From an optimization exercise on the open Yosys and OpenROAD flow, aimed at small area, a short achievable clock period and few clock cycles per item; shortcuts taken in it are not production practice. Only simulation tests tie the RTL to the original design; equivalence was not proved. Power is estimated from default activity; no workload was simulated.

==> v32: inputs <==
==> flow/design.v <==
module sort_paralell(
				input 					clk,
				input 					rst_n,
				input						en,
				input 		[15:0] 	in0, in1, in2, in3, in4, in5, in6, in7,
				output reg				complete,
				output reg 	[15:0] 	out0, out1, out2, out3, out4, out5, out6,out7
						);
function automatic ge16(input [15:0] a, input [15:0] b);
	reg [15:0] g, q;
	reg [7:0]  g1, q1;
	reg [3:0]  g2, q2;
	reg [1:0]  g3, q3;
	integer k;
	begin
		g = a & ~b;
		q = a | ~b;
		for (k = 0; k < 8; k = k + 1) begin
			g1[k] = g[2*k+1] | (q[2*k+1] & g[2*k]);
			q1[k] = g[2*k+1] | (q[2*k+1] & q[2*k]);
		end
		for (k = 0; k < 4; k = k + 1) begin
			g2[k] = g1[2*k+1] | (q1[2*k+1] & g1[2*k]);
			q2[k] = g1[2*k+1] | (q1[2*k+1] & q1[2*k]);
		end
		for (k = 0; k < 2; k = k + 1) begin
			g3[k] = g2[2*k+1] | (q2[2*k+1] & g2[2*k]);
			q3[k] = g2[2*k+1] | (q2[2*k+1] & q2[2*k]);
		end
		ge16 = g3[1] | (q3[1] & q3[0]);
	end
endfunction
function automatic [7:0] onehot7(input [6:0] c);
	reg [3:0] x;
	reg [4:0] y;
	integer m, n;
	begin
		x[0] = ~c[0] & ~c[1] & ~c[2];
		x[1] = (c[0] & ~c[1] & ~c[2]) | (~c[0] & c[1] & ~c[2]) | (~c[0] & ~c[1] & c[2]);
		x[2] = (c[0] & c[1] & ~c[2]) | (c[0] & ~c[1] & c[2]) | (~c[0] & c[1] & c[2]);
		x[3] = c[0] & c[1] & c[2];
		y[0] = ~c[3] & ~c[4] & ~c[5] & ~c[6];
		y[1] = (c[3] & ~c[4] & ~c[5] & ~c[6]) | (~c[3] & c[4] & ~c[5] & ~c[6]) |
		       (~c[3] & ~c[4] & c[5] & ~c[6]) | (~c[3] & ~c[4] & ~c[5] & c[6]);
		y[2] = (c[3] & c[4] & ~c[5] & ~c[6]) | (c[3] & ~c[4] & c[5] & ~c[6]) |
		       (c[3] & ~c[4] & ~c[5] & c[6]) | (~c[3] & c[4] & c[5] & ~c[6]) |
		       (~c[3] & c[4] & ~c[5] & c[6]) | (~c[3] & ~c[4] & c[5] & c[6]);
		y[3] = (~c[3] & c[4] & c[5] & c[6]) | (c[3] & ~c[4] & c[5] & c[6]) |
		       (c[3] & c[4] & ~c[5] & c[6]) | (c[3] & c[4] & c[5] & ~c[6]);
		y[4] = c[3] & c[4] & c[5] & c[6];
		onehot7 = 8'd0;
		for (m = 0; m < 4; m = m + 1)
			for (n = 0; n < 5; n = n + 1)
				onehot7[m+n] = onehot7[m+n] | (x[m] & y[n]);
	end
endfunction
wire [15:0] in_w [0:7];
assign in_w[0] = in0; assign in_w[1] = in1; assign in_w[2] = in2; assign in_w[3] = in3;
assign in_w[4] = in4; assign in_w[5] = in5; assign in_w[6] = in6; assign in_w[7] = in7;
integer i, j, p;
reg        v1;               
reg [15:0] d [0:7];          
reg        ge [0:7][0:7];    
always @(posedge clk or negedge rst_n)
	if (!rst_n) v1 <= 1'b0;
	else        v1 <= en;
always @(posedge clk) begin
	for (i = 0; i < 8; i = i + 1) begin
		d[i] <= in_w[i];
		for (j = 0; j < 8; j = j + 1)
			ge[i][j] <= (j > i) ? ge16(in_w[i], in_w[j]) : 1'b0;
	end
end
reg [6:0] above [0:7];
reg [7:0] sel [0:7];         
always @* begin
	for (i = 0; i < 8; i = i + 1) begin
		p = 0;
		for (j = 0; j < 8; j = j + 1)
			if (j != i) begin
				above[i][p] = (j < i) ? ~ge[j][i] : ge[i][j];
				p = p + 1;
			end
		sel[i] = onehot7(above[i]);
	end
end
reg [15:0] placed [0:7];
always @* begin
	for (p = 0; p < 8; p = p + 1) begin
		placed[p] = 16'd0;
		for (i = 0; i < 8; i = i + 1)
			placed[p] = placed[p] | ({16{sel[i][p]}} & d[i]);
	end
end
always @(posedge clk or negedge rst_n)
	if (!rst_n) complete <= 1'b0;
	else        complete <= v1;
always @(posedge clk) begin
	out0 <= placed[0]; out1 <= placed[1]; out2 <= placed[2]; out3 <= placed[3];
	out4 <= placed[4]; out5 <= placed[5]; out6 <= placed[6]; out7 <= placed[7];
end
endmodule
==> flow/run.sh <==
#!/bin/bash
# synth_recipe.tcl (not shown) runs the flow's synth.tcl, then flattens the netlist and writes it again
# the make line also repeats each setting of config.mk as NAME=value (left out here)
make -C /OpenROAD-flow-scripts/flow DESIGN_CONFIG=/design/flow/config.mk WORK_HOME=/design/flow/orfs CLKGATE_MAP_FILE= SYNTH_SCRIPT=/design/flow/synth_recipe.tcl finish
==> flow/config.mk <==
export PLATFORM = sky130hd
export DESIGN_NAME = sort_paralell
export DESIGN_NICKNAME = sort_paralell
export VERILOG_FILES = /design/flow/design.v
export SDC_FILE = /design/flow/constraint.sdc
export NUM_CORES = 4
export LEC_CHECK = 0
export CAP_MARGIN = 20
export CORE_MARGIN = 2
export CORE_UTILIZATION = 40
export SETUP_SLACK_MARGIN = 2.5
export SLEW_MARGIN = 20
==> flow/constraint.sdc <==
create_clock -name core_clock -period 5.0 [get_ports {clk}]
set_input_delay 1.0000 -clock core_clock [delete_from_list [all_inputs] [get_ports {clk}]]
set_output_delay 1.0000 -clock core_clock [all_outputs]
set_load 0.01 [all_outputs]
==> inputs of v28, as changes to v32 <==
==> flow/flow/run.sh (new file) <==
#!/bin/bash
# Layout flow: the standard ORFS flow (standard.sh), with
#  - port buffers of type buf_2 instead of the delay cell buffer_ports picks by default,
#  - timing repair aiming at a setup slack margin of 2.5 ns through CTS and 2.5 ns after global routing.
# Each make run's full output goes to a log of its own in the work folder.
set -euo pipefail
cd "$(dirname "$0")/.."
export BUFFER_PORTS_ARGS="-buffer_cell sky130_fd_sc_hd__buf_2"
SETUP_SLACK_MARGIN=2.5 bash standard.sh cts > make_to_cts.log 2>&1
SETUP_SLACK_MARGIN=2.5 bash standard.sh finish > make_finish.log 2>&1
test -f out/final.def
==> flow/standard.sh (new file) <==
#!/bin/bash
# synth_recipe.tcl (not shown) runs the flow's synth.tcl, then flattens the netlist and writes it again
# the make line also repeats each setting of config.mk as NAME=value (left out here)
make -C /OpenROAD-flow-scripts/flow DESIGN_CONFIG=/design/flow/config.mk WORK_HOME=/design/flow/orfs CLKGATE_MAP_FILE= SYNTH_SCRIPT=/design/flow/synth_recipe.tcl "${@:-finish}"
Settings changed: SETUP_SLACK_MARGIN 2.5 to unset.
removed: flow/run.sh
==> inputs of v38, as changes to v32 <==
==> flow/flow/run.sh (new file) <==
#!/bin/bash
# Layout flow: the standard ORFS flow (standard.sh), with
#  - port buffers of type buf_2 instead of the delay cell buffer_ports picks by default,
#  - timing repair aiming at a setup slack margin of 2.7 ns through CTS and 2.0 ns after global routing.
# Each make run's full output goes to a log of its own in the work folder.
set -euo pipefail
cd "$(dirname "$0")/.."
export BUFFER_PORTS_ARGS="-buffer_cell sky130_fd_sc_hd__buf_2"
SETUP_SLACK_MARGIN=2.7 bash standard.sh cts > make_to_cts.log 2>&1
SETUP_SLACK_MARGIN=2.0 bash standard.sh finish > make_finish.log 2>&1
test -f out/final.def
==> flow/standard.sh (new file) <==
#!/bin/bash
# synth_recipe.tcl (not shown) runs the flow's synth.tcl, then flattens the netlist and writes it again
# the make line also repeats each setting of config.mk as NAME=value (left out here)
make -C /OpenROAD-flow-scripts/flow DESIGN_CONFIG=/design/flow/config.mk WORK_HOME=/design/flow/orfs CLKGATE_MAP_FILE= SYNTH_SCRIPT=/design/flow/synth_recipe.tcl "${@:-finish}"
Settings changed: CTS_BUF_LIST set to sky130_fd_sc_hd__clkbuf_8, PLACE_DENSITY set to 0.9, SETUP_SLACK_MARGIN 2.5 to unset.
removed: flow/run.sh
==> notes.md <==
- The highest worst setup slack belongs to v28, the lowest to v32.
- Core utilization: v38 < v28 < v32.
- Register-to-register slack, lowest first: v32, v38, v28.
- Count of clock-buffer cells in the layout, lowest first: v28, v32, v38.
- Between v32 and v38, the lower total power is in v38 (gap about 10%, measured against v38).
- Clock power, lowest first: v32, v38, v28.
- In critical path depth, v38 and v28 do not differ.
- The highest combinational power belongs to v32, the lowest to v38.
- The lowest hold slack belongs to v38, the highest to v32.
- The lowest maximum frequency belongs to v32, the highest to v28.
Testbench counts of v32, summed over its fixed seeds: cycles 2,056, items 2,048.
Testbench counts of v28, summed over its fixed seeds: cycles 2,056, items 2,048.
Testbench counts of v38, summed over its fixed seeds: cycles 2,056, items 2,048.

[afterwards: timing with drivers on the ports]
In the flow no input, the clock included, has a driving cell. The finished layouts below were timed again as built, in two steps. Step 1 sets driving cells, clkbuf_16 on the clock port and buf_2 on the other inputs (assumed; they add their load-dependent delay and slew). Step 2 adds t to the input delays and takes it off the output delays; t is the mean of the earliest and latest rising clock arrival at the registers after step 1. Input paths then give back, and output paths get back, about the clock's delay inside the block. a / b / c = ideal / step 1 / step 2; a / b = the first two.
run | t (ns) | slack for setup (ns) | worst hold slack (ns)
v32 | 0.649 | 2.244 / 2.244 / 1.840 | 0.351 / 0.351 / 0.351
v28 | 0.650 | 2.300 / 2.300 / 1.855 | 0.171 / 0.142 / 0.360
v38 | 0.663 | 2.263 / 2.263 / 1.745 | 0.165 / 0.135 / 0.367
After both steps setup and hold are still met in every run listed. For v38, which loses most, drivers alone change the setup slack by 0.000 ns; drivers and shift together by -0.518 ns.
